What follows belongs to an exercise in optimizing a design on an open flow for small area; a production flow would make more cautious choices. The RTL of this run was laid out without a check of its function. Power and IR drop assume default switching activity.

==> flow/run.sh <==
#!/bin/bash
# synth_recipe.tcl (not shown) runs the flow's synth.tcl, then flattens the netlist and writes it again
# the make line also repeats each setting of config.mk as NAME=value (left out here)
make -C /OpenROAD-flow-scripts/flow DESIGN_CONFIG=/design/flow/config.mk WORK_HOME=/design/flow/orfs CLKGATE_MAP_FILE= SYNTH_SCRIPT=/design/flow/synth_recipe.tcl finish
==> flow/config.mk <==
export PLATFORM = sky130hd
export DESIGN_NAME = APP
export DESIGN_NICKNAME = APP
export VERILOG_FILES = /design/flow/design.v
export SDC_FILE = /design/flow/constraint.sdc
export NUM_CORES = 4
export LEC_CHECK = 0
export CAP_MARGIN = 20
export CORE_MARGIN = 2
export CORE_UTILIZATION = 40
export SLEW_MARGIN = 20
==> flow/constraint.sdc <==
create_clock -name core_clock -period 20.0 [get_ports {CLK}]
set_input_delay 4.0000 -clock core_clock [delete_from_list [all_inputs] [get_ports {CLK}]]
set_output_delay 4.0000 -clock core_clock [all_outputs]
set_load 0.01 [all_outputs]
==> flow/design.v <==
`timescale 1ns / 1ps
module DOWN_CNT (
  input CLK,
  input CLR,
  input CE,
  output TICK,
  output STICK,
  output NBLINK
);
  reg [3:0] rc;
  wire [4:0] rcc;
  assign rcc[0] = CE;
  assign TICK = CE & rc[3] & rc[0];
  reg [9:0] ms;
  wire [10:0] msc;
  assign msc[0] = TICK;
  assign STICK = TICK & (&ms[9:5]) & (&ms[2:0]);
  genvar i;
  generate
    for (i = 0; i < 4; i = i + 1) begin : g_rc
      assign rcc[i+1] = rcc[i] & rc[i];
    end
    for (i = 0; i < 10; i = i + 1) begin : g_ms
      assign msc[i+1] = msc[i] & ms[i];
    end
  endgenerate
  reg nb;
  assign NBLINK = nb;
  always @(posedge CLK or posedge CLR) begin
    if (CLR) begin
      rc <= 4'd0;
      ms <= 10'd0;
      nb <= 1'b0;
    end
    else begin
      rc <= TICK ? 4'd0 : rc ^ rcc[3:0];
      ms <= STICK ? 10'd0 : ms ^ msc[9:0];
      nb <= nb ^ STICK;
    end
  end
endmodule
`timescale 1ns / 1ps
module SWITCH_DEBOUNCER (
  input CLK,
  input CLR,
  input CE,
  input S_IN,
  output KEY_UP
);
  reg [10:0] v;
  wire inc = CE & S_IN;
  wire clr = CE & ~S_IN;
  wire last = v[10] & v[8] & v[7] & v[6] & v[5];
  wire [11:0] c;
  assign c[0] = inc;
  genvar i;
  generate
    for (i = 0; i < 11; i = i + 1) begin : g_inc
      assign c[i+1] = c[i] & v[i];
    end
  endgenerate
  assign KEY_UP = CE & ((v == 11'd3) | last);
  always @(posedge CLK or posedge CLR) begin
    if (CLR)
      v <= 11'd0;
    else if (clr)
      v <= 11'd0;
    else if (inc & last)
      v <= 11'd1435;
    else
      v <= v ^ c[10:0];
  end
endmodule
`timescale 1ns / 1ps
module DEC_TO_BCD #(
  parameter W = 4,
  parameter MAXV = 9
) (
  input [W-1:0] D,
  input EN,
  input DN,
  output [W-1:0] N,
  output CO
);
  wire at_end = DN ? (D == 0) : (D == MAXV);
  assign CO = EN & at_end;
  assign N = !EN ? D : at_end ? (DN ? MAXV[W-1:0] : {W{1'b0}}) : (DN ? D - 1'b1 : D + 1'b1);
endmodule
`timescale 1ns / 1ps
module RING_CNT (
  input CLK,
  input CLR,
  input CE,
  input S_IN,
  output KEY_UP
);
  reg [2:0] r;
  assign KEY_UP = CE & r[1] & r[0];
  always @(posedge CLK or posedge CLR) begin
    if (CLR)
      r <= 3'd0;
    else if (CE) begin
      if (!S_IN)
        r <= 3'd0;
      else if (!r[2])
        r <= r + 3'd1;
    end
  end
endmodule
`timescale 1ns / 1ps
module HEX_TO_7SEG (
  input [3:0] IN,
  input DP,
  output reg [7:0] Q
);
  always @(*) begin
    case (IN)
      4'h0: Q = {DP, 7'b1000000};
      4'h1: Q = {DP, 7'b1111001};
      4'h2: Q = {DP, 7'b0100100};
      4'h3: Q = {DP, 7'b0110000};
      4'h4: Q = {DP, 7'b0011001};
      4'h5: Q = {DP, 7'b0010010};
      4'h6: Q = {DP, 7'b0000010};
      4'h7: Q = {DP, 7'b1111000};
      4'h8: Q = {DP, 7'b0000000};
      4'h9: Q = {DP, 7'b0010000};
      4'hA: Q = {DP, 7'b0001000};
      4'hB: Q = {DP, 7'b0000011};
      4'hC: Q = {DP, 7'b1000110};
      4'hD: Q = {DP, 7'b0100001};
      4'hE: Q = {DP, 7'b0000110};
      default: Q = {DP, 7'b0001110};
    endcase
  end
endmodule
`timescale 1ns / 1ps
module DISP_7SEG_DRV (
  input CLK,
  input CLR,
  input CE,
  input TICK,
  input DPN,
  input [3:0] SU,
  input [2:0] ST,
  input [3:0] M0,
  input [3:0] M1,
  input [3:0] M2,
  output [7:0] E,
  output [7:0] Q
);
  reg [2:0] sl;
  reg sh;
  always @(posedge CLK or posedge CLR) begin
    if (CLR) begin
      sl <= 3'd0;
      sh <= 1'b0;
    end
    else if (TICK) begin
      sl <= sl + 3'd1;
      sh <= &sl;
    end
  end
  assign E = ~{1'b0, CE & (sl == 3'd7), CE & (sl == 3'd6), CE & (sl == 3'd5),
               2'b00, CE & (sl == 3'd2), CE & (sl == 3'd1)};
  reg [3:0] dd;
  reg ddp;
  always @(posedge CLK) begin
    case (sl)
      3'd1: dd <= SU;
      3'd2: dd <= {1'b0, ST};
      3'd5: dd <= M0;
      3'd6: dd <= M1;
      3'd7: dd <= M2;
      3'd0: dd <= sh ? 4'h0 : 4'hF;
      default: dd <= 4'h0;
    endcase
    ddp <= (sh | (|sl)) & DPN;
  end
  HEX_TO_7SEG hex_to_7seg (.IN(dd), .DP(ddp), .Q(Q));
endmodule
`timescale 1ns / 1ps
module CNTDOWN_TIMER (
  input CLK,
  input CLR,
  input TICK,
  input STICK,
  input K_RUN,
  input K_MP,
  input K_MM,
  input K_SP,
  input K_SM,
  output reg [3:0] SU,
  output reg [2:0] ST,
  output reg [3:0] M0,
  output reg [3:0] M1,
  output reg [3:0] M2,
  output reg RUNNING
);
  reg ps, pm, pd;
  wire e_su = TICK & ps;
  wire e_st, e_m0a, e_m1, e_m2, e_x;
  wire [3:0] su_n, m0_n, m1_n, m2_n;
  wire [2:0] st_n;
  DEC_TO_BCD #(.W(4), .MAXV(9)) d_su (.D(SU), .EN(e_su), .DN(pd), .N(su_n), .CO(e_st));
  DEC_TO_BCD #(.W(3), .MAXV(5)) d_st (.D(ST), .EN(e_st), .DN(pd), .N(st_n), .CO(e_m0a));
  DEC_TO_BCD #(.W(4), .MAXV(9)) d_m0 (.D(M0), .EN(e_m0a | (TICK & pm)), .DN(pd), .N(m0_n), .CO(e_m1));
  DEC_TO_BCD #(.W(4), .MAXV(9)) d_m1 (.D(M1), .EN(e_m1), .DN(pd), .N(m1_n), .CO(e_m2));
  DEC_TO_BCD #(.W(4), .MAXV(9)) d_m2 (.D(M2), .EN(e_m2), .DN(pd), .N(m2_n), .CO(e_x));
  wire zero = ~|{su_n, st_n, m0_n, m1_n, m2_n};
  always @(posedge CLK or posedge CLR) begin
    if (CLR) begin
      SU <= 4'd0;
      ST <= 3'd0;
      M0 <= 4'd0;
      M1 <= 4'd0;
      M2 <= 4'd0;
      ps <= 1'b0;
      pm <= 1'b0;
      pd <= 1'b0;
      RUNNING <= 1'b0;
    end
    else begin
      SU <= su_n;
      ST <= st_n;
      M0 <= m0_n;
      M1 <= m1_n;
      M2 <= m2_n;
      if (TICK) begin
        if (RUNNING) begin
          ps <= STICK & ~zero;
          pm <= 1'b0;
          pd <= 1'b1;
          RUNNING <= ~(STICK & zero) & ~K_RUN;
        end
        else begin
          ps <= K_SM | K_SP;
          pm <= ~K_SM & ~K_SP & (K_MM | K_MP);
          pd <= K_SM | (~K_SP & K_MM);
          RUNNING <= K_RUN;
        end
      end
    end
  end
endmodule
`timescale 1ns / 1ps
module APP(
  input CLK,
  input CLR,
  input CE,
  input BTN_START,
  input BTN_MIN_P,
  input BTN_MIN_M,
  input BTN_SEC_P,
  input BTN_SEC_M,
  output [7:0] E,
  output [7:0] Q
);
  wire tick, stick, nb;
  wire k_run, k_mp, k_mm, k_sp, k_sm;
  wire [3:0] su, m0, m1, m2;
  wire [2:0] st;
  wire running;
  DOWN_CNT time_base (.CLK(CLK), .CLR(CLR), .CE(CE), .TICK(tick), .STICK(stick), .NBLINK(nb));
  RING_CNT db_run (.CLK(CLK), .CLR(CLR), .CE(tick), .S_IN(BTN_START), .KEY_UP(k_run));
  SWITCH_DEBOUNCER db_mp (.CLK(CLK), .CLR(CLR), .CE(tick), .S_IN(BTN_MIN_P), .KEY_UP(k_mp));
  SWITCH_DEBOUNCER db_mm (.CLK(CLK), .CLR(CLR), .CE(tick), .S_IN(BTN_MIN_M), .KEY_UP(k_mm));
  SWITCH_DEBOUNCER db_sp (.CLK(CLK), .CLR(CLR), .CE(tick), .S_IN(BTN_SEC_P), .KEY_UP(k_sp));
  SWITCH_DEBOUNCER db_sm (.CLK(CLK), .CLR(CLR), .CE(tick), .S_IN(BTN_SEC_M), .KEY_UP(k_sm));
  CNTDOWN_TIMER timer (
    .CLK(CLK), .CLR(CLR), .TICK(tick), .STICK(stick),
    .K_RUN(k_run), .K_MP(k_mp), .K_MM(k_mm), .K_SP(k_sp), .K_SM(k_sm),
    .SU(su), .ST(st), .M0(m0), .M1(m1), .M2(m2), .RUNNING(running)
  );
  DISP_7SEG_DRV disp (
    .CLK(CLK), .CLR(CLR), .CE(CE), .TICK(tick), .DPN(running | nb),
    .SU(su), .ST(st), .M0(m0), .M1(m1), .M2(m2), .E(E), .Q(Q)
  );
endmodule
==> out/metrics.yaml <==
floorplan:
  chipHeight_um: 125
  dieArea_mm2: 0.0156
  die_width_um: 125
  placement_rows: 44
  core_region_area_mm2: 0.0144
  top_level_ports: 24
  starting_density_of_the_core_pct: 40.6
final_layout:
  antenna_cells_inserted: 0
  finalNetCount: 659
  sequential_cell_area_mm2: 0.00233
  finish.cell_count_without_fillers: 769
  multiInputGateArea_mm2: 0.00328
  n_fill_cell: 1375
  area_growth_pct: 9.88
  drive_above_1_share_pct: 5.81
  finish.instance_area_mm2: 0.00641
global_routing:
  globalRouteTotalUtil_pct: 16.0
  grt_antenna_before_repair: 0
  grt_max_degree: 79
  first_global_vias: 4375
  grt-ovfl-total: 0
  grt_pass1_wl_um: 20600
power_and_ir_drop:
  cell_internal_pwr_mw: 0.426
  seqPwrFrac_pct: 40.0
  pwr-share-comb_pct: 34.5
  net-switching-power_mw: 0.233
  max_rail_drop_vdd_mv: 0.0369
  cellPowerDensity_mw_per_mm2: 103
  netSwitchingFraction_pct: 35.4
  finalPower_mw: 0.659
  power.clock.fraction_pct: 25.6
  standby_leakage_power_nw: 3.17
synth:
  yosys_warnings: 6
  synth_sequential_area_ratio_pct: 39.9
  synthDistinctLibCells: 72
  count_of_flip_flops_with_a_built_in_enable_after_synthesis: 0
  synthesis.instances: 580
  post_synth_instance_area_mm2: 0.00584
  synth_area_per_cell_um2: 10.1
  ys_seq_elements: 94
  ys_dominant_reg_cell: "dfrtp_1"
  ys_async_sr_fraction_pct: 94.7
sta:
  tightestPinTransition_ns: 0.743
  maxSlewHeadroom_pct: 50.5
  fin_crit_sh_pct: 47.2
  timing.final.max_slew_violations: 0
  timing.final.setup_violations: 0
  rsz_0062_raised_after_global_routing: "no"
  hold_viol_final: 0
  setup-tns-final_ns: 0
  clock.fmax_ghz: 0.106
  period_minus_slack_ns: 9.44
  worst_hold_margin_ns: 0.469
  fin_skew_ns: 0.00394
setup_path:
  slowest_stage: "clkdlybuf4s50_1"
  worst_ep_required_time_ns: 16.00
  worstSetupEndpointType: "output port"
  cp.arrival_ns: 5.44
  worst-setup-path-type: "in -> out"
  crit_path_start_kind: "input pin"
  critical_path_peak_fanout: 9
  cp_slowest_stage_delay_ns: 0.59
  crit_chain: "clkdlybuf4s50_1 > nor2b_1 > nand2_1 > clkdlybuf4s50_1"
  critical_path.most_common_cell: "clkdlybuf4s50_1"
place:
  place_area_mm2: 0.00613
  place_congestion: 0.821
  cells_after_dpl: 753
  buffer_ports.inserted: 20
  hpwl_after_detailed_placement_um: 8320
clocking:
  cts-hold-fix-buffers: 0
  numCtsBuffers: 9
  htree_num_levels: 3
  clock_latency_ns: 0.35
  cts_root_buf: "clkbuf_16"
  cts_tree: "done"
  cts.clk_slew.worst_paths_ns: 0.06
  post_cts.resized_instances: 0
  clock_tree.buffer_depth: 2
  post-cts-setup-buffers: 0
  clkSinkCount: 94
job:
  max_cap_violations: 0
routing:
  route.final.wire_length_um: 11600
  pre_repair_dr_iteration_count: 5
  average_wire_per_cell_in_the_routed_design_um: 15.0
  num_vias: 4242
  remaining_drc_errors: 0
  detail_route.iter0.violations: 229
  route.detailed.vias_per_inst: 5.52
  ant_nets: 0
status:
  status: "no timing/DRC/antenna violations"
worst_hold_path:
  hold_path.class: "reg -> reg"
## through the flow
stage,util [%],setup WS [ns]
floorplan,-,11.60
global placement,42.6,10.57
detailed placement,42.6,10.56
CTS,44.6,10.56
global route,44.6,10.47
finish,44.6,10.56
## sequential cells by signal, indices dropped and copies added, names as in the netlist
register	count
db_mm.v	11
db_mp.v	11
db_sm.v	11
db_sp.v	11
time_base.ms	10
disp.dd	4
time_base.rc	4
timer.M0	4
timer.M1	4
timer.M2	4
timer.SU	4
db_run.r	3
disp.sl	3
timer.ST	3
disp.ddp	1
disp.sh	1
time_base.nb	1
timer.RUNNING	1
timer.pd	1
timer.pm	1
timer.ps	1
## cells by family after synthesis
family          synth area share, %
xor+xnor                       2.55
buf+inv                        4.07
simple gates                   18.6
mux                            1.48
compound gates                 17.5
other cells                  0.0643
fa+ha+maj                      15.9
flops                          39.9
## placed cells by master, fill, tap and decap left out, types with 3 or more instances in the layout
| cell type | count |
|---|---|
| o41ai_1 | 5 |
| a21o_1 | 6 |
| a22o_1 | 5 |
| and2_1 | 24 |
| mux2_2 | 5 |
| o22ai_1 | 6 |
| nand3_1 | 14 |
| dfxtp_1 | 5 |
| o21ai_0 | 20 |
| nor2_1 | 29 |
| a21oi_1 | 13 |
| clkdlybuf4s50_1 | 20 |
| inv_1 | 16 |
| clkbuf_16 | 9 |
| mux2i_1 | 3 |
| fa_1 | 5 |
| a211oi_1 | 6 |
| nand2_1 | 49 |
| a31oi_1 | 4 |
| xnor2_1 | 7 |
| clkbuf_1 | 5 |
| nor2b_1 | 23 |
| nand4_1 | 8 |
| a2111oi_0 | 3 |
| nand2b_1 | 9 |
| and3_1 | 7 |
| xor2_1 | 10 |
| nor3b_1 | 3 |
| or2_2 | 3 |
| nor3_1 | 12 |
| a221oi_1 | 5 |
| o21a_1 | 32 |
| dfrtp_1 | 89 |
| ha_1 | 66 |
| nor4_1 | 6 |
| o31ai_1 | 4 |
| conb_1 | 3 |
## power groups by stage
stage | sequential [mW] | combinational [mW] | clock [mW]
after detailed placement | 0.266 | 0.228 | 0
after floorplan | 0.247 | 0.180 | 0
after global placement | 0.264 | 0.219 | 0
after CTS | 0.262 | 0.229 | 0.173
after global routing | 0.269 | 0.258 | 0.182
final | 0.263 | 0.227 | 0.169
## critical path, delay by kind of cell
| kind | cells | cell delay (ns) |
|---|---|---|
| buf+inv | 2 | 1.12 |
| simple gates | 2 | 0.32 |
## layer usage
layer | vias to the layer above | GRT usage [%] | wire [µm]
met5 | - | 0 | 0
met4 | 0 | 7.07 | 213
met3 | 18 | 2.53 | 354
met2 | 68 | 26.8 | 5720
met1 | 2075 | 20.5 | 5280
li1 | 2081 | - | -
## worst paths after layout
kind,startpoint,to,slack (ns),cells after the start
setup reg to reg,time_base.rc[3],db_sp.v[10],16.05,15
min in group asynchronous,CLR,db_mm.v[0],3.88,2
setup / recovery,CE,E[0],10.56,4
hold reg to reg,time_base.nb,time_base.nb,0.47,1
hold / removal,time_base.nb,time_base.nb,0.47,1
max in group asynchronous,CLR,time_base.rc[3],15.14,3
## synth_stat cells (all sizes together), types with 3 or more instances
library cell  number  area share [%]
o211ai             4            0.99
inv               18             1.2
dfrtp             89              38
nor3b              4            0.60
clkbuf            23             1.5
nand2b             9            0.96
dfxtp              5             1.7
o31ai              4            0.51
a31oi              4            0.43
nand3             14             1.2
and3b              3            0.51
o22ai              6            0.64
nor3              12             1.0
and2              24             2.6
or2                3            0.32
nor2b             23             2.5
and3               7            0.75
a211oi             7             1.1
xor2              10             1.5
o21a              32             4.1
a221oi             5            0.75
a21o               6            0.77
xnor2              7             1.1
fa                 5             1.7
mux2               5            0.96
a22o               5            0.75
mux2i              3            0.51
buf               13             1.4
a21oi             13             1.1
nand4              8            0.86
ha                66              14
a2111oi            5             1.1
o41ai              5            0.75
nor4               6            0.64
nor2              29             1.9
o21ai             22             2.0
nand2             49             3.2
## final cells by class
class | count | area share (%)
tap | 184 | 3.59
inverter | 18 | 1.07
sequential | 94 | 36.3
multi-input combinational | 434 | 51.1
clock inverter | 2 | 0.585
timing repair buffer | 23 | 3.53
clock buffer | 14 | 3.80

-- afterwards: timing with drivers on the ports --
The results above use ideal ports. As a check the final layout listed here was re-extracted and re-timed, cells and wires unchanged.
Step 1 (the two cells are an assumption about what drives the block):
set clk [get_ports {CLK}]
set_driving_cell -lib_cell sky130_fd_sc_hd__clkbuf_16 $clk
set_driving_cell -lib_cell sky130_fd_sc_hd__buf_2 [delete_from_list [all_inputs] $clk]
Step 2 also shifts input and output timing later by t, the mid clock arrival at the registers, as if the neighbouring blocks saw the same clock.
Three values: ideal ports, drivers, drivers and shift; two values: the first two.
t (ns): 0.382
setup slack, ns: 10.562 / 10.535 / 10.535
hold WS [ns]: 0.469 / 0.469 / 0.469
After both steps setup and hold are still met in this run. For this run, drivers alone change the setup slack by -0.027 ns; drivers and shift together by -0.027 ns.
